What follows belongs to an exercise in optimizing a design on an open flow for small area; a production flow would make more cautious choices. Only simulation tests tie the RTL to the original design; equivalence was not proved. The clock port is modelled as an ideal driver, which makes a skipped or thinned clock tree look cheaper than it is; a real chip needs a root buffer or a tree. Power is estimated from default activity; no workload was simulated.

===== design/flow/flow/run.sh =====
#!/bin/bash
# The standard layout (standard.sh) with these changes:
#  - synthesis is the standard synthesis script with only the ABC mapping
#    script replaced by an area-oriented one (flow/area.abc); registers are
#    mapped before ABC runs, so they are the standard synthesis's registers;
#  - after synthesis (POST_SYNTH hook) every combinational cell is given its
#    smallest drive strength; the standard repair steps resize where needed;
#  - input/output port buffers are sky130_fd_sc_hd__buf_1;
#  - the clock tree uses small clock buffers and no dummy loads; after
#    clock_tree_synthesis (POST_CTS hook, flow/clock_tree.tcl) its eight leaf
#    buffers are regrouped into four clusters around the registers' centroids.
# All ORFS logs stay under orfs/logs; make's own output goes to standard_flow.log.
set -euo pipefail
HERE=$(pwd)
# synthesis script: synth_recipe.tcl, sourcing a copy of ORFS synth.tcl whose
# abc call uses flow/area.abc as its script
sed 's#log_cmd abc {\*}$abc_args#set si [expr {[lsearch $abc_args -script] + 1}]\nset abc_args [lreplace $abc_args $si $si '"$HERE"'/flow/area.abc]\nlog_cmd abc {*}$abc_args#' \
  "$FLOW_HOME/scripts/synth.tcl" > "$HERE/synth_area.tcl"
grep -q 'flow/area.abc' "$HERE/synth_area.tcl"
sed 's#source $::env(SCRIPTS_DIR)/synth.tcl#source '"$HERE"'/synth_area.tcl#' synth_recipe.tcl > "$HERE/synth_recipe_area.tcl"
grep -q 'synth_area.tcl' "$HERE/synth_recipe_area.tcl"
CTS="-sink_clustering_enable -repair_clock_nets -buf_list {sky130_fd_sc_hd__clkbuf_4 sky130_fd_sc_hd__clkbuf_8} -root_buf sky130_fd_sc_hd__clkbuf_8 -dont_use_dummy_load"
bash standard.sh "CLK_NO_ROOT=1" "CLK_SLEW_TARGET=0.112" "CLK_CAP_SLACK=4" \
  "SYNTH_SCRIPT=$HERE/synth_recipe_area.tcl" \
  "ABC_AREA=1" \
  "POST_SYNTH_TCL=$HERE/flow/downsize.tcl" \
  "BUFFER_PORTS_ARGS=-buffer_cell sky130_fd_sc_hd__buf_1" \
  "CTS_ARGS=$CTS" \
  "POST_CTS_TCL=$HERE/flow/clock_tree.tcl" \
  finish > standard_flow.log 2>&1

===== design/flow/flow/area.abc =====
strash
balance
rewrite
refactor
balance
rewrite
rewrite -z
balance
refactor -z
rewrite -z
balance
strash
&get -n
&st
&dch -f
&nf -R 1000
&put
strash
&get -n
&st
&dch -f
&nf -R 1000
&put
strash
&get -n
&st
&dch -f
&nf -R 1000
&put
topo
dnsize

===== design/flow/flow/clock_tree.tcl =====
# Merge leaf clock buffers: keep `keep` leaves (those driven by the root),
# move the sinks of each other leaf to the nearest kept one, and give kept
# leaves the master `leaf_master`.
proc merge_clock_leaves { keep leaf_master root_master } {
  set block [ord::get_db_block]
  set db [ord::get_db]
  set clk_net [$block findNet clk]
  set roots {}
  foreach it [$clk_net getITerms] { if { [$it isInputSignal] } { lappend roots [$it getInst] } }
  if { [llength $roots] != 1 } { puts "merge: clock port drives [llength $roots] cells, left as is"; return }
  set root [lindex $roots 0]
  set rout [[$root findITerm X] getNet]
  set leaves {}
  foreach it [$rout getITerms] {
    set inst [$it getInst]
    if { $inst == $root } { continue }
    if { [string match *clkbuf* [[$inst getMaster] getName]] } { lappend leaves $inst }
  }
  # choose kept leaves greedily: farthest-point sampling
  set kept [list [lindex $leaves 0]]
  while { [llength $kept] < $keep && [llength $kept] < [llength $leaves] } {
    set bestd -1; set besti {}
    foreach l $leaves {
      if { [lsearch $kept $l] >= 0 } { continue }
      set lx [lindex [$l getLocation] 0]; set ly [lindex [$l getLocation] 1]
      set md 1e18
      foreach k $kept {
        set d [expr { abs($lx - [lindex [$k getLocation] 0]) + abs($ly - [lindex [$k getLocation] 1]) }]
        if { $d < $md } { set md $d }
      }
      if { $md > $bestd } { set bestd $md; set besti $l }
    }
    lappend kept $besti
  }
  set removed 0
  foreach l $leaves {
    if { [lsearch $kept $l] >= 0 } { continue }
    set lnet [[$l findITerm X] getNet]
    set sinks {}
    foreach sit [$lnet getITerms] { if { [$sit getInst] != $l } { lappend sinks $sit } }
    foreach sit $sinks {
      set bb [[$sit getInst] getLocation]
      set md 1e18; set tgt {}
      foreach k $kept {
        set d [expr { abs([lindex $bb 0] - [lindex [$k getLocation] 0]) + abs([lindex $bb 1] - [lindex [$k getLocation] 1]) }]
        if { $d < $md } { set md $d; set tgt $k }
      }
      $sit disconnect
      $sit connect [[$tgt findITerm X] getNet]
    }
    [$l findITerm A] disconnect
    [$l findITerm X] disconnect
    odb::dbInst_destroy $l
    odb::dbNet_destroy $lnet
    incr removed
  }
  foreach k $kept { $k swapMaster [$db findMaster $leaf_master] }
  $root swapMaster [$db findMaster $root_master]
  puts "merge: removed $removed leaves, kept [llength $kept] ($leaf_master), root $root_master"
}

# Re-cluster the clock sinks: keep `keep` leaf buffers, assign every sink to
# its nearest kept leaf and move each leaf to its cluster's centroid (a few
# Lloyd iterations), with leaf master `leaf_master` and root `root_master`.
proc recluster_clock { keep leaf_master root_master iters } {
  merge_clock_leaves $keep $leaf_master $root_master
  set block [ord::get_db_block]
  set clk_net [$block findNet clk]
  foreach it [$clk_net getITerms] { if { [$it isInputSignal] } { set root [$it getInst] } }
  set rout [[$root findITerm X] getNet]
  set leaves {}
  foreach it [$rout getITerms] {
    set inst [$it getInst]
    if { $inst != $root } { lappend leaves $inst }
  }
  set sinks {}
  foreach l $leaves {
    foreach sit [[[$l findITerm X] getNet] getITerms] { if { [$sit getInst] != $l } { lappend sinks $sit } }
  }
  for { set n 0 } { $n < $iters } { incr n } {
    # centroids
    foreach l $leaves { set sx($l) 0.0; set sy($l) 0.0; set cnt($l) 0 }
    foreach sit $sinks {
      set l [[[$sit getNet] getFirstOutput] getInst]
      set loc [[$sit getInst] getLocation]
      set sx($l) [expr { $sx($l) + [lindex $loc 0] }]
      set sy($l) [expr { $sy($l) + [lindex $loc 1] }]
      incr cnt($l)
    }
    foreach l $leaves {
      if { $cnt($l) > 0 } {
        $l setLocation [expr { int($sx($l) / $cnt($l)) }] [expr { int($sy($l) / $cnt($l)) }]
      }
    }
    # reassign, nearest leaf first but at most `cap` sinks per leaf, so that
    # the leaves carry equal loads
    set cap [expr { int(ceil(double([llength $sinks]) / [llength $leaves])) }]
    if { [info exists ::env(CLK_CAP_SLACK)] } { incr cap $::env(CLK_CAP_SLACK) }
    set pairs {}
    set si 0
    foreach sit $sinks {
      set loc [[$sit getInst] getLocation]
      set li 0
      foreach l $leaves {
        set d [expr { abs([lindex $loc 0] - [lindex [$l getLocation] 0]) + abs([lindex $loc 1] - [lindex [$l getLocation] 1]) }]
        lappend pairs [list $d $si $li]
        incr li
      }
      incr si
    }
    set pairs [lsort -real -index 0 $pairs]
    array unset done; array unset load
    for { set li 0 } { $li < [llength $leaves] } { incr li } { set load($li) 0 }
    foreach p $pairs {
      lassign $p d si li
      if { [info exists done($si)] || $load($li) >= $cap } { continue }
      set done($si) 1
      incr load($li)
      set sit [lindex $sinks $si]
      set tnet [[[lindex $leaves $li] findITerm X] getNet]
      if { [$sit getNet] != $tnet } { $sit disconnect; $sit connect $tnet }
    }
  }
  # final leaf positions: centroids of their clusters
  foreach l $leaves { set sx($l) 0.0; set sy($l) 0.0; set cnt($l) 0 }
  foreach sit $sinks {
    set l [[[$sit getNet] getFirstOutput] getInst]
    set loc [[$sit getInst] getLocation]
    set sx($l) [expr { $sx($l) + [lindex $loc 0] }]
    set sy($l) [expr { $sy($l) + [lindex $loc 1] }]
    incr cnt($l)
  }
  foreach l $leaves {
    if { $cnt($l) > 0 } { $l setLocation [expr { int($sx($l) / $cnt($l)) }] [expr { int($sy($l) / $cnt($l)) }] }
  }
  # root at the centroid of the leaves
  set x 0.0; set y 0.0
  foreach l $leaves { set x [expr { $x + [lindex [$l getLocation] 0] }]; set y [expr { $y + [lindex [$l getLocation] 1] }] }
  $root setLocation [expr { int($x / [llength $leaves]) }] [expr { int($y / [llength $leaves]) }]
  foreach l $leaves { puts "recluster: leaf [$l getName] drives [expr {[llength [[[$l findITerm X] getNet] getITerms]] - 1}] sinks" }
}

# POST_CTS hook: the H-tree from clock_tree_synthesis has one root and eight
# leaf buffers; regroup the registers into CLK_LEAVES clusters around their
# centroids, each driven by one leaf buffer, then legalize the placement.
set nleaves 4
if { [info exists ::env(CLK_LEAVES)] } { set nleaves $::env(CLK_LEAVES) }
set leafm sky130_fd_sc_hd__clkbuf_8
if { [info exists ::env(CLK_LEAF_CELL)] } { set leafm $::env(CLK_LEAF_CELL) }
set rootm sky130_fd_sc_hd__clkbuf_4
if { [info exists ::env(CLK_ROOT_CELL)] } { set rootm $::env(CLK_ROOT_CELL) }
recluster_clock $nleaves $leafm $rootm 10
if { [info exists ::env(CLK_NO_ROOT)] && $nleaves <= 4 } {
  set block [ord::get_db_block]
  set clk_net [$block findNet clk]
  foreach it [$clk_net getITerms] { if { [$it isInputSignal] } { set root [$it getInst] } }
  set rnet [[$root findITerm X] getNet]
  set lits {}
  foreach it [$rnet getITerms] { if { [$it getInst] != $root } { lappend lits $it } }
  foreach it $lits { $it disconnect; $it connect $clk_net }
  [$root findITerm A] disconnect
  [$root findITerm X] disconnect
  odb::dbInst_destroy $root
  odb::dbNet_destroy $rnet
  puts "clock_tree: root buffer removed; clock port drives [llength $lits] leaf buffers"
}
detailed_placement
estimate_parasitics -placement

set slew_target 0.100
if { [info exists ::env(CLK_SLEW_TARGET)] } { set slew_target $::env(CLK_SLEW_TARGET) }
proc clock_leaves {} {
  set block [ord::get_db_block]
  set leaves {}
  foreach inst [$block getInsts] {
    set m [[$inst getMaster] getName]
    if { ![string match *clkbuf* $m] } { continue }
    set onet [[$inst findITerm X] getNet]
    set drives_regs 0
    foreach it [$onet getITerms] {
      if { [string match *df* [[[$it getInst] getMaster] getName]] } { set drives_regs 1; break }
    }
    if { $drives_regs } { lappend leaves $inst }
  }
  return $leaves
}
foreach pass {1 2 3 4} {
  set changed 0
  foreach l [clock_leaves] {
    set mx 0
    foreach it [[[$l findITerm X] getNet] getITerms] {
      set i [$it getInst]
      if { $i == $l } { continue }
      set p [get_pins "[$i getName]/[[$it getMTerm] getName]"]
      set s [get_property $p slew_max]
      if { $s > $mx } { set mx $s }
    }
    set m [[$l getMaster] getName]
    puts [format "clock_tree: leaf %s (%s) worst clock-pin slew %.1f ps" [$l getName] $m [expr {$mx * 1000}]]
    if { $mx > $slew_target } {
      set up ""
      if { $m eq "sky130_fd_sc_hd__clkbuf_4" } { set up sky130_fd_sc_hd__clkbuf_8 }
      if { $m eq "sky130_fd_sc_hd__clkbuf_8" } { set up sky130_fd_sc_hd__clkbuf_16 }
      if { $up ne "" } {
        replace_cell [$l getName] $up
        puts "clock_tree: leaf [$l getName] upsized to $up"
        set changed 1
      }
    }
  }
  if { !$changed } { break }
  estimate_parasitics -placement
}
detailed_placement
estimate_parasitics -placement
report_clock_skew

===== design/flow/flow/downsize.tcl =====
# POST_SYNTH hook: give every combinational cell the smallest-area drive
# strength of its own type (same function and pins).  Registers keep the
# cell type synthesis gave them.  Later repair_design / repair_timing steps
# of the standard flow upsize or buffer again wherever slew, capacitance or
# timing need it.
set db [ord::get_db]
set block [ord::get_db_block]
set dont_use {}
if { [info exists ::env(DONT_USE_CELLS)] } { set dont_use $::env(DONT_USE_CELLS) }
array set best {}
foreach lib [$db getLibs] {
  foreach m [$lib getMasters] {
    set n [$m getName]
    if { [lsearch -exact $dont_use $n] >= 0 } { continue }
    if { ![regexp {^(sky130_fd_sc_hd__[a-z0-9]+)_([0-9]+)$} $n -> base drv] } { continue }
    set a [expr { [$m getWidth] * [$m getHeight] }]
    if { ![info exists best($base)] || $a < [lindex $best($base) 1] } {
      set best($base) [list $n $a]
    }
  }
}
set swapped 0
foreach inst [$block getInsts] {
  set m [$inst getMaster]
  set n [$m getName]
  if { ![regexp {^(sky130_fd_sc_hd__[a-z0-9]+)_([0-9]+)$} $n -> base drv] } { continue }
  if { [regexp {__(df|dl|sdf|edf|sedf|conb|clk)} $n] } { continue }
  if { ![info exists best($base)] } { continue }
  set target [lindex $best($base) 0]
  if { $target ne $n && [lindex $best($base) 1] < [expr { [$m getWidth] * [$m getHeight] }] } {
    replace_cell [$inst getName] $target
    incr swapped
  }
}
puts "downsize: swapped $swapped instances to their smallest drive strength"

===== design/flow/standard.sh =====
#!/bin/bash
# synth_recipe.tcl (not shown) runs the flow's synth.tcl, then flattens the netlist and writes it again
# the make line also repeats each setting of config.mk as NAME=value (left out here)
make -C /OpenROAD-flow-scripts/flow DESIGN_CONFIG=/design/flow/config.mk WORK_HOME=/design/flow/orfs CLKGATE_MAP_FILE= SYNTH_SCRIPT=/design/flow/synth_recipe.tcl "${@:-finish}"

===== design/flow/config.mk =====
export PLATFORM = sky130hd
export DESIGN_NAME = home_automation
export DESIGN_NICKNAME = home_automation
export VERILOG_FILES = /design/flow/design.v
export SDC_FILE = /design/flow/constraint.sdc
export NUM_CORES = 4
export LEC_CHECK = 0
export CAP_MARGIN = 20
export CORE_MARGIN = 2
export CORE_UTILIZATION = 40
export PLACE_DENSITY = 0.6
export SLEW_MARGIN = 20

===== design/flow/constraint.sdc =====
create_clock -name core_clock -period 10.0 [get_ports {clk}]
set_input_delay 2.0000 -clock core_clock [delete_from_list [all_inputs] [get_ports {clk}]]
set_output_delay 2.0000 -clock core_clock [all_outputs]
set_load 0.01 [all_outputs]

===== design/flow/design.v =====
module uart_controller_rx (clk, reset, rx, data_ready, data_out);
    input clk, reset, rx;
    output data_ready;
    output [7:0] data_out;
    reg  [6:0] rc;
    reg        busy;
    reg  [8:0] rs;
    wire rtick = (rc == 7'b1001000);                       
    wire rfb   = rc[0] ^ rc[6] ^ (rc[1] & ~rc[4]);
    wire rzero = ~|rs;
    wire rstop = rs[0];
    assign data_ready = rstop & rtick;
    assign data_out   = rs[8:1];
    always @(posedge clk)
        rc <= busy ? {rc[5:0], rfb} : (rstop ? 7'b0100011 : 7'b0100001);    
    always @(posedge clk, posedge reset) begin
        if (reset)
            busy <= 1'b0;
        else if (~busy)
            busy <= ~rx;
        else if (data_ready)
            busy <= 1'b0;
    end
    wire rsh = rtick & ~rstop & busy;
    always @(posedge clk)
        rs[8:1] <= rsh ? {rx | rzero, rs[8:2]} : (rs[8:1] & {8{busy}});
    always @(posedge clk, posedge reset) begin
        if (reset)
            rs[0] <= 1'b0;
        else
            rs[0] <= rsh ? rs[1] : (rs[0] & busy);
    end
endmodule
module uart_controller_tx (clk, reset, tx, level);
    input clk, reset;
    input [1:0] level;
    output tx;
    reg  [6:0] tc;
    reg  [3:0] q;
    wire tsend = |level;
    wire tidle = ~|q;
    wire ten   = ~tidle | tsend;
    wire ttick = (tc == 7'b1100000);                       
    wire tfb   = tc[6] ^ tc[5] ^ tc[1] ^ tc[0];
    always @(posedge clk)
        tc <= ten ? {tc[5:0], tfb} : 7'b0000001;
    always @(posedge clk, posedge reset) begin
        if (reset) begin
            q  <= 4'b0000;
        end else begin
            if (tidle & tsend) begin
                q <= {2'b10, level};
            end else if (ttick) begin
                if (~q[3])                 q <= {1'b0, q[1:0], q[2] ^ (q[0] | ~q[1])};
                else if (q[1:0] == 2'b00)  q <= 4'b0001;
                else if (~q[2])            q <= {2'b11, q[1:0]};
                else                       q <= {1'b1, q[1], 2'b00};
            end
        end
    end
    assign tx = q[3] ? (q[2] & (q[0] | ~q[1])) : (~q[1] & ~q[0]);
endmodule
module panel_controller (clk, reset, uart_rx_done, uart_rx_data,
    emergency_control_valid, ECO_mod_valid_r, ac_working_mode_r, person_count_r, security_control_valid_r);
    input clk, reset, uart_rx_done;
    input [7:0] uart_rx_data;
    output reg emergency_control_valid;
    output reg ECO_mod_valid_r;
    output reg [1:0] ac_working_mode_r;
    output reg [15:0] person_count_r;
    output reg security_control_valid_r;
    wire [16:0] pcy;
    wire [15:0] psum;
    wire       padd_en = uart_rx_done & (uart_rx_data[7:4] == 4'hc);
    wire [3:0] pn      = uart_rx_data[3:0] & {4{padd_en}};
    wire [15:0] padd   = {{12{pn[3]}}, pn};
    assign pcy[0] = 1'b0;
    genvar i;
    generate for (i = 0; i < 16; i = i + 1) begin : g_padd
        assign psum[i]  = person_count_r[i] ^ padd[i] ^ pcy[i];
        assign pcy[i+1] = (person_count_r[i] & padd[i]) | (pcy[i] & (person_count_r[i] ^ padd[i]));
    end endgenerate
    always @(posedge clk, posedge reset) begin
        if (reset)
            person_count_r <= 16'd0;
        else
            person_count_r <= psum;
    end
    always @(posedge clk, posedge reset) begin
        if (reset) begin
            emergency_control_valid  <= 1'b0;
            ECO_mod_valid_r          <= 1'b0;
            security_control_valid_r <= 1'b0;
            ac_working_mode_r        <= 2'b0;
        end else if (uart_rx_done) begin
            case (uart_rx_data[7:4])
                4'h1: emergency_control_valid  <= uart_rx_data[0];
                4'h0: ECO_mod_valid_r          <= uart_rx_data[0];
                4'h7: security_control_valid_r <= uart_rx_data[0];
                4'ha: ac_working_mode_r        <= uart_rx_data[1:0];
                default: ;
            endcase
        end
    end
endmodule
module ac_control_unit(btn, status, clk, reset);
    input wire clk;
    input wire reset;
    input wire btn;
    output reg status;
    reg btn_prev;
    always @(posedge clk, posedge reset) begin
        if (reset) begin
            status   <= 1'b0;
            btn_prev <= 1'b0;
        end else begin
            status   <= status ^ (btn & ~btn_prev);
            btn_prev <= btn;
        end
    end
endmodule
module ac_economy_mode (input eco_mode_valid_i, input [8-1:0] WINDOW_STATUS_i,
    input [4-1:0] DOOR_STATUS_i, output close_ac_o);
    assign close_ac_o = eco_mode_valid_i & ((|WINDOW_STATUS_i) | (|DOOR_STATUS_i));
endmodule
module ac_temp_controller (input [1:0] ac_working_mode_i, input [8-1:0] temparature_i,
    output heater_mode_active_o, output cooler_mode_active_o);
    assign cooler_mode_active_o = (temparature_i > 20) & ac_working_mode_i[0];
    assign heater_mode_active_o = (temparature_i < 7) & ac_working_mode_i[1];
endmodule
module blinds_controller (input [11:0] time_i, input [7:0] sunlight_level_i, output blinds_status_o);
    assign blinds_status_o = ((6'd8 < time_i[11:6]) & (time_i[11:6] < 6'd17)) | (sunlight_level_i > 8'd128);
endmodule
module emergency_control (emergency_control_valid_i, warning_o, alert_o,
    water_meter_status_i, home_tap_status_i, gas_meter_i, gas_detector_i, stove_status_i, ac_system_status_i);
    input emergency_control_valid_i;
    output warning_o, alert_o;
    input water_meter_status_i;
    input [7:0] home_tap_status_i;
    input gas_meter_i, gas_detector_i;
    input [1:0] stove_status_i;
    input ac_system_status_i;
    assign warning_o = emergency_control_valid_i & water_meter_status_i & ~(|home_tap_status_i);
    assign alert_o   = emergency_control_valid_i &
        ((gas_meter_i & ~((|stove_status_i) | ac_system_status_i)) | gas_detector_i);
endmodule
module fsm_lights(a, b, clk, rst, led_status);
    input wire a;
    input wire b;
    input wire clk;
    input wire rst;
    output reg [2:0] led_status;
    wire pa = a & ~b;
    wire pb = ~a & b;
    always @(posedge clk, posedge rst) begin
        if (rst)
            led_status <= 3'd0;
        else begin
            case (led_status)
                3'd0: led_status <= pa ? 3'd1 : (pb ? 3'd2 : 3'd0);
                3'd1: led_status <= pa ? 3'd2 : 3'd1;
                3'd2: led_status <= pa ? 3'd3 : (pb ? 3'd4 : 3'd2);
                3'd3: led_status <= pa ? 3'd4 : 3'd3;
                default: led_status <= pa ? 3'd0 : 3'd4;
            endcase
        end
    end
endmodule
module secuirty_hazard_controller (clk, reset, threat, security_level);
    input clk, reset, threat;
    output reg [1:0] security_level;
    reg [13:0] hc;
    reg  [7:0] hz;
    wire hlow  = |hc[12:0];
    wire hact  = hc[13] | hlow;                  
    wire hend  = hc[13] & ~hlow;                 
    wire hfb   = (hc[13] ^ hc[8] ^ hc[2] ^ hc[1]) & ~hend;
    wire hst   = threat & ~hact;                 
    wire [8:0] zcy;
    wire [7:0] zinc;
    assign zcy[0] = hact & threat;
    genvar i;
    generate for (i = 0; i < 8; i = i + 1) begin : g_zinc
        assign zinc[i]  = hz[i] ^ zcy[i];
        assign zcy[i+1] = hz[i] & zcy[i];
    end endgenerate
    always @(posedge clk, posedge reset) begin
        if (reset) begin
            hc             <= 14'd0;
            hz             <= 8'd0;
            security_level <= 2'd0;
        end else begin
            hc <= {hc[12:2], hc[1] | hst, hc[0], hfb};
            hz <= zinc;
            if (hend)
                security_level <= (hz < 8'd3) ? 2'd0 : (hz < 8'd7) ? 2'd1 : (hz < 8'd11) ? 2'd2 : 2'd3;
        end
    end
endmodule
module security_controller (input security_control_valid_i, input [15:0] person_count_i,
    output lock_doors_o, output lock_windows_o);
    wire on = security_control_valid_i & (person_count_i == 16'd0);
    assign lock_doors_o   = on;
    assign lock_windows_o = on;
endmodule
module home_automation
    (
        input clk, reset,
        input rx,
        output tx,
        output warning_o, alert_o,
        input AC_push_button,
        input threat,
        input [8-1:0] temparature_i,
        input [8-1:0] WINDOW_STATUS_i,
        input [4-1:0] DOOR_STATUS_i,
        input [11:0] time_i,
        input [7:0] sunlight_level_i,
        output blinds_status_o,
        input wire a,
        input wire b,
        output wire [2:0] led_status,
        input water_meter_status_i,
        input [7:0] home_tap_status_i,
        input gas_meter_i,
        input gas_detector_i,
        input [1:0] stove_status_i,
        output AC_heat_o, AC_cool_o,
        output lock_doors_o, lock_windows_o
    );
    wire uart_rx_done;
    wire [7:0] uart_rx_data;
    wire [1:0] security_level;
    uart_controller_rx UART_RX (clk, reset, rx, uart_rx_done, uart_rx_data);
    uart_controller_tx UART_TX (clk, reset, tx, security_level);
    wire ECO_mod_valid_r;
    wire emergency_control_valid;
    wire [1:0] ac_working_mode_r;
    wire [16-1:0] person_count_r;
    wire security_control_valid_r;
    panel_controller CONTROL_PANEL (clk, reset, uart_rx_done, uart_rx_data,
        emergency_control_valid, ECO_mod_valid_r, ac_working_mode_r, person_count_r, security_control_valid_r);
    wire AC_ECO_STATUS;
    ac_control_unit AC_UNIT_CONTROLlER (AC_push_button, AC_ECO_STATUS, clk, reset);
    fsm_lights LIGHTS (a, b, clk, reset, led_status);
    secuirty_hazard_controller SECURTY_CONTROL (clk, reset, threat, security_level);
    wire TEMPCONTROLLER_ac_heat_w, TEMPCONTROLLER_ac_cool_w, NOWASTE_ac_energy_w;
    wire [1:0] ac_mode_w = ac_working_mode_r & {2{AC_ECO_STATUS}};
    assign AC_heat_o = ~NOWASTE_ac_energy_w & TEMPCONTROLLER_ac_heat_w;
    assign AC_cool_o = ~NOWASTE_ac_energy_w & TEMPCONTROLLER_ac_cool_w;
    blinds_controller BLINDS_CONTROLLER (.time_i(time_i), .sunlight_level_i(sunlight_level_i),
        .blinds_status_o(blinds_status_o));
    emergency_control EMERGENCY (emergency_control_valid, warning_o, alert_o,
        water_meter_status_i, home_tap_status_i,
        gas_meter_i, gas_detector_i, stove_status_i, ac_mode_w[0]);
    ac_temp_controller AC_TEMP_CONTROLLER (.ac_working_mode_i(ac_mode_w), .temparature_i(temparature_i),
        .heater_mode_active_o(TEMPCONTROLLER_ac_heat_w), .cooler_mode_active_o(TEMPCONTROLLER_ac_cool_w));
    ac_economy_mode AC_ECO_CONTROLLER (.eco_mode_valid_i(ECO_mod_valid_r), .WINDOW_STATUS_i(WINDOW_STATUS_i),
        .DOOR_STATUS_i(DOOR_STATUS_i), .close_ac_o(NOWASTE_ac_energy_w));
    security_controller SECURTY_CONTOLLER (.security_control_valid_i(security_control_valid_r),
        .person_count_i(person_count_r), .lock_doors_o(lock_doors_o), .lock_windows_o(lock_windows_o));
endmodule

==> impl_metrics.json, run 1 <==
{
  "dieHeight_um": 93.8,
  "initial_core_util_pct": 41.6,
  "clk_pin_slew_ns": 0.10,
  "final.setup.tns_ns": 0,
  "syn_to_final_growth_pct": 14.1,
  "grt_use_met1_pct": 17.3,
  "ir_drop_mv": 0.0902,
  "cts.sinks": 78,
  "finalWeightedCongestion": 0.740,
  "grt_pass1_vias": 1957,
  "power_density_mw_per_mm2": 164,
  "max_freq_mhz": 146,
  "layout-drive-gt1-share_pct": 2.10,
  "place_inst": 431,
  "vias": 2130,
  "async_flop_share_pct": 71.8,
  "grt_overflow": 0,
  "period_share_pct": 68.5,
  "synth-seq-cells": 78,
  "drtIter0Drc": 54,
  "final_cells": 435,
  "use_met3_pct": 2.17,
  "met2_usage_pct": 19.6,
  "drt_pass1_iterations": 4,
  "worst_pin_slew_ns": 0.690,
  "diodes": 0,
  "finalMaxSlewViolations": 0,
  "antenna_found_initial": 0,
  "synth_largest_area_cell": "dfrtp_1",
  "yosysWarnings": 6,
  "worstSetupStartpointType": "flip-flop",
  "finalHoldViolCount": 0,
  "synth_common_cells": "dfrtp_1, dfxtp_1, nor2_1, nand2_1",
  "status": "finished clean",
  "cp_data_arrival_time_ns": 6.94,
  "maxSlewHeadroom_pct": 54.0,
  "grt_usage_pct": 12.4,
  "clock_skew_ns": 0.00554,
  "netlist_instances": 264,
  "fp.dieArea_sq_mm": 0.00881,
  "cellLeakagePower_nw": 1.64,
  "grt_start_max_net_pins": 57,
  "synth_most_common_cell": "dfrtp_1",
  "ant_nets": 0,
  "synth_edf_count": 0,
  "busiest_layer": "met2",
  "grt_pass1_wl_mm": 8.80,
  "die_w_um": 93.8,
  "final_area_sq_mm": 0.00368,
  "num_io_pins": 71,
  "worst-path-max-fanout": 4,
  "wire_per_inst_um": 11.9,
  "num_rows": 32,
  "synth_top_area_share_pct": 43.4,
  "synthFlopType": "dfrtp_1",
  "vias_per_cell": 4.90,
  "rsz0062_at_grt": "false",
  "synth.distinct_cells": 35,
  "hp-class": "reg2reg",
  "port_buffers": 64,
  "dp_hpwl_mm": 3.84,
  "synth_seq_area_share_pct": 57.0,
  "final.min_clock_period_ns": 6.85,
  "nNetsFinal": 418,
  "endpoint_kind": "flip-flop",
  "synthesis.area_sq_mm": 0.00323,
  "cap_violations": 0,
  "synth_area_leaders": "dfrtp_1, dfxtp_1, fa_1",
  "ys_area_sq_mm": 0.00323,
  "wl_mm": 5.19,
  "route.detailed.drc": 0,
  "placed_cell_area_sq_mm": 0.00361,
  "clk_latency_ns": 0.15,
  "synth_area_per_cell_sq_um": 12.2,
  "critPathRequiredTime_ns": 10.09,
  "hold-worst-slack_ns": 0.383,
  "path_class": "reg2reg",
  "core_sq_mm": 0.00777,
  "finalSetupViolCount": 0,
  "power_uw": 604,
  "synth_fp_nets": 347
}
-- power by group --
group / switching (mW) / internal, mW
clock network: 0.0755 / 0.0551
logic: 0.0363 / 0.0375
registers: 0.0347 / 0.365
total: 0.146 / 0.457
-- area by class of cell --
class / instances / area, sq um
Tap cell: 102 / 128
Inverter: 7 / 26.3
Sequential cell: 78 / 1840
Timing Repair Buffer: 66 / 255
Fill cell: 730 / 4080
Clock buffer: 4 / 77.6
Multi-Input combinational cell: 178 / 1360
-- cells by family (layout without fill, tap and decap cells) --
family          Yosys count  count (layout)  share of synthesized area [%]
simple gates             95              95                           15.3
flops                    78              78                           57.0
compound gates           39              39                           8.13
fa+ha+maj                23              23                           12.2
xor+xnor                 11              11                           2.98
mux                      10              10                           3.45
buf+inv                   8              77                           1.05
-- through the flow --
stage | util [%] | worst slack, ns
6_report | 47.4 | 3.15
5_1_grt | 47.4 | 2.75
3_5_place_dp | 46.4 | 3.17
3_3_place_gp | 46.4 | 3.17
2_1_floorplan | - | 3.40
-- worst max-delay path, cell delays in order, from the launching register on --
cell and delay, ns:
dfxtp_1 0.35, nor2_1 0.05, nand3_1 0.07, nor4_1 0.07, nand2_1 0.14, nor2_1 0.10
and2_0 0.16, ha_1 0.17, clkinv_1 0.05, fa_1 0.15, clkinv_1 0.07, fa_1 0.38
fa_1 0.40, fa_1 0.39, fa_1 0.39, fa_1 0.39, fa_1 0.39, fa_1 0.39
fa_1 0.39, fa_1 0.39, fa_1 0.39, fa_1 0.39, fa_1 0.39, fa_1 0.39
xnor2_1 0.20, xnor2_1 0.13
-- flip-flops by register name, summed over array words and instances (netlist names) --
name                                    cells
LIGHTS.led_status                           3
SECURTY_CONTROL.security_level              2
SECURTY_CONTROL.hc                         14
SECURTY_CONTROL.hz                          8
UART_TX.tc                                  7
AC_UNIT_CONTROLlER.status                   1
UART_RX.rc                                  7
CONTROL_PANEL.person_count_r               16
UART_TX.q                                   4
UART_RX.busy                                1
CONTROL_PANEL.security_control_valid_r      1
CONTROL_PANEL.emergency_control_valid       1
AC_UNIT_CONTROLlER.btn_prev                 1
CONTROL_PANEL.ECO_mod_valid_r               1
UART_RX.rs                                  9
CONTROL_PANEL.ac_working_mode_r             2
-- metal layers --
layer | wire [um] | up-vias | share of wire [%]
li1 | - | 1070 | -
met1 | 2540 | 1025 | 49
met5 | 0 | - | 0
met2 | 2450 | 29 | 47
met4 | 63 | 0 | 1.2
met3 | 149 | 6 | 2.9
-- cells in the final DEF, fill, tap and decap left out, types with 2 or more instances in the layout --
cell and instances:
a21oi_1 7, clkbuf_8 2, clkinv_1 6, nand2_1 18, mux2_1 9, buf_4 2, nand2b_1 4, nor2b_1 4
fa_1 14, buf_1 64, ha_1 9, dfxtp_1 22, xor2_1 6, o21a_1 3, xnor2_1 5, o21ai_0 10
nor2_1 19, clkbuf_16 2, and2_0 13, dfrtp_1 56, nand4b_1 2, nand4_1 3, a31oi_1 2, a22o_1 9
nand3_1 9, a21o_1 2, nor4_1 14, nor3_1 6
-- worst paths after layout --
check | cells after the start | slack, ns | end | startpoint
setup / recovery | 25 | 3.15 | CONTROL_PANEL.person_count_r[15] | UART_RX.rc[1]
hold / removal | 0 | 0.38 | SECURTY_CONTROL.hc[8] | SECURTY_CONTROL.hc[7]
setup reg to reg | 25 | 3.15 | CONTROL_PANEL.person_count_r[15] | UART_RX.rc[1]
hold reg to reg | 0 | 0.38 | SECURTY_CONTROL.hc[8] | SECURTY_CONTROL.hc[7]
max in group asynchronous | 3 | 7.54 | SECURTY_CONTROL.hc[3] | reset
min in group asynchronous | 3 | 2.01 | CONTROL_PANEL.ECO_mod_valid_r | reset
==> run 2: changes to the inputs <==
--- a/design/flow/flow/run.sh
+++ b/design/flow/flow/run.sh
@@ -20,7 +20,7 @@
 sed 's#source $::env(SCRIPTS_DIR)/synth.tcl#source '"$HERE"'/synth_area.tcl#' synth_recipe.tcl > "$HERE/synth_recipe_area.tcl"
 grep -q 'synth_area.tcl' "$HERE/synth_recipe_area.tcl"
 CTS="-sink_clustering_enable -repair_clock_nets -buf_list {sky130_fd_sc_hd__clkbuf_4 sky130_fd_sc_hd__clkbuf_8} -root_buf sky130_fd_sc_hd__clkbuf_8 -dont_use_dummy_load"
-bash standard.sh "CLK_NO_ROOT=1" "CLK_SLEW_TARGET=0.112" "CLK_CAP_SLACK=4" \
+bash standard.sh "CLK_NO_ROOT=1" "CLK_SLEW_TARGET=0.112" "CLK_CAP_SLACK=100" \
   "SYNTH_SCRIPT=$HERE/synth_recipe_area.tcl" \
   "ABC_AREA=1" \
   "POST_SYNTH_TCL=$HERE/flow/downsize.tcl" \
==> run 2 against run 1 <==
Synthesized cell count unchanged. Sequential power about the same. Via count about the same. Clock power about the same. Area after synthesis is the same. Still clean. Register-to-register slack is essentially flat. Flip-flop and latch count did not move. First-iteration DRC count grew 19%. Critical path type unchanged.
==> impl_metrics.json, run 2 <==
{
  "wl_mm": 5.17,
  "hold-worst-slack_ns": 0.379,
  "ant_nets": 0,
  "final_area_sq_mm": 0.00368,
  "core_sq_mm": 0.00777,
  "final_core_util_pct": 47.4,
  "synth_fp_nets": 347,
  "endpoint_kind": "flip-flop",
  "port_buffers": 64,
  "maxSlewHeadroom_pct": 54.3,
  "drt_pass1_iterations": 4,
  "synth.distinct_cells": 35,
  "synthFlopType": "dfrtp_1",
  "synth_largest_area_cell": "dfrtp_1",
  "power_density_mw_per_mm2": 163,
  "placed_cell_area_sq_mm": 0.00361,
  "grt_overflow": 0,
  "dieHeight_um": 93.8,
  "slowest_delay_ns": 0.40,
  "holdCritStartpoint": "SECURTY_CONTROL.hc[11]",
  "finalSetupViolCount": 0,
  "worst-path-stages": 25,
  "route.detailed.drc": 0,
  "finalMaxSlewViolations": 0,
  "path_class": "reg2reg",
  "netlist_instances": 264,
  "async_flop_share_pct": 71.8,
  "rsz0062_at_grt": "false",
  "cellLeakagePower_nw": 1.64,
  "yosysWarnings": 6,
  "critPathRequiredTime_ns": 10.09,
  "antenna_found_initial": 0,
  "crit_top_cell": "fa_1",
  "worst-path-max-fanout": 4,
  "vias": 2131,
  "r2r_start": "UART_RX.rc[4]",
  "ir_drop_mv": 0.0957,
  "min_to": "SECURTY_CONTROL.hc[12]",
  "final_cells": 435,
  "cts.sinks": 78,
  "period_share_pct": 68.5,
  "grt_usage_pct": 12.1,
  "seq_area_sq_mm": 0.00184,
  "r2r_slack_ns": 3.15,
  "top_register": "CONTROL_PANEL.person_count_r",
  "synthesis.area_sq_mm": 0.00323,
  "final.min_clock_period_ns": 6.85,
  "layout-drive-gt1-share_pct": 2.10,
  "layout_commonest_cell": "buf_1",
  "holdPathStages": 0,
  "wire_per_inst_um": 11.9,
  "synth_area_leaders": "dfrtp_1, dfxtp_1, fa_1",
  "diodes": 0,
  "num_io_pins": 71,
  "final.setup.tns_ns": 0,
  "fill_cells": 727,
  "cpMaxStageDelayCell": "fa_1",
  "r2r_cells": 25,
  "critPathBufInv": 2,
  "hp-class": "reg2reg",
  "worst_pin_slew_ns": 0.686,
  "clk_latency_ns": 0.16,
  "worstSetupStartpointType": "flip-flop",
  "max_freq_mhz": 146,
  "multiInputGateArea_sq_mm": 0.00136,
  "critPathTopFamily": "adder cells",
  "synth_area_per_cell_sq_um": 12.2,
  "timing.rr.end": "CONTROL_PANEL.person_count_r[15]",
  "synth_top_area_share_pct": 43.4,
  "cap_violations": 0,
  "largestRegisters": "CONTROL_PANEL.person_count_r (16), SECURTY_CONTROL.hc (14), UART_RX.rs (9)",
  "grt_start_max_net_pins": 57,
  "synth_edf_count": 0,
  "fp.dieArea_sq_mm": 0.00881,
  "grt_pass1_wl_mm": 8.67,
  "finalHoldViolCount": 0,
  "syn_to_final_growth_pct": 14.1,
  "grt_pass1_vias": 1960,
  "drtIter0Drc": 64,
  "num_rows": 32,
  "clock_skew_ns": 0.0190,
  "synth-seq-cells": 78,
  "initial_core_util_pct": 41.6,
  "nNetsFinal": 418,
  "synth_common_cells": "dfrtp_1, dfxtp_1, nor2_1, nand2_1",
  "clk_pin_slew_ns": 0.10,
  "finalWeightedCongestion": 0.740,
  "synth_most_common_cell": "dfrtp_1",
  "synth_seq_area_share_pct": 57.0,
  "dp_hpwl_mm": 3.84,
  "vias_per_cell": 4.90,
  "place_inst": 431,
  "die_w_um": 93.8,
  "cp_data_arrival_time_ns": 6.94,
  "status": "finished clean",
  "largest_reg_flops": 16,
  "ys_area_sq_mm": 0.00323,
  "final_cell_mix": "buf_1, dfrtp_1, dfxtp_1, nor2_1, nand2_1"
}
-- run 2: metal layers --
metal | up-vias | GRT usage (%) | wire length, um
met4 | 0 | 3.26 | 34
met2 | 21 | 19.2 | 2490
met1 | 1032 | 17.2 | 2500
li1 | 1075 | - | -
met3 | 3 | 2.17 | 141
met5 | - | 0 | 0
-- run 2: how the worst max path moves through the flow --
stage | from | endpoint
3_5_place_dp | UART_RX.rc[1] | CONTROL_PANEL.person_count_r[15]
5_1_grt | UART_RX.rc[1] | CONTROL_PANEL.person_count_r[15]
3_3_place_gp | UART_RX.rc[1] | CONTROL_PANEL.person_count_r[15]
6_report | UART_RX.rc[4] | CONTROL_PANEL.person_count_r[15]
2_1_floorplan | UART_RX.rc[1] | CONTROL_PANEL.person_count_r[15]
-- run 2: cell families after synthesis --
family / Yosys count / share of synthesized area (%)
AOI/OAI and AO/OA: 39 / 8.13
muxes: 10 / 3.45
adders and majority gates: 23 / 12.2
xor gates and xnor gates: 11 / 2.98
and+or+nand+nor: 95 / 15.3
buffers and inverters: 8 / 1.05
DFF: 78 / 57.0
-- run 2: power by group --
part	switching (mW)	internal (mW)	leakage (nW)
registers	0.0347	0.365	0.903
logic	0.0363	0.0374	0.693
clock network	0.0741	0.0550	0.0390
total	0.145	0.457	1.64
-- run 2: per-stage QoR --
stage	total power [mW]	worst slack, ns
6_report	0.602	3.15
5_1_grt	0.639	2.76
3_5_place_dp	0.483	3.17
3_3_place_gp	0.479	3.17
2_1_floorplan	0.452	3.40
-- run 2: layout make-up --
cell class,instances,share of cell area (%)
clock buffers,4,2.11
inverters,7,0.713
multi-input cells,178,36.8
flip-flops and latches,78,50.0
well taps,102,3.46
repair buffers,66,6.93

## re-timing with driven ports
No port has a modelled driver above. Below, the same layouts with a new extraction and two added sets of constraints. Step 1 (the two cells are an assumption about what drives the block):
set clk [get_ports {clk}]
set_driving_cell -lib_cell sky130_fd_sc_hd__clkbuf_16 $clk
set_driving_cell -lib_cell sky130_fd_sc_hd__buf_2 [delete_from_list [all_inputs] $clk]
Step 2 times the ports against the registers' clock, not the clock port: input delays grow and output delays shrink by t, the midpoint of the rising clock arrivals with the driver on. Slacks: ideal ports / drivers / drivers and shift; pairs: ideal ports / drivers.
| run | t, ns | setup slack, ns | worst setup path after step 2 |
|---|---|---|---|
| run 1 | 0.215 | 3.149 / 3.149 / 3.149 | register to register |
| run 2 | 0.213 | 3.148 / 3.148 / 3.148 | register to register |
After both steps setup and hold are still met in every run listed.
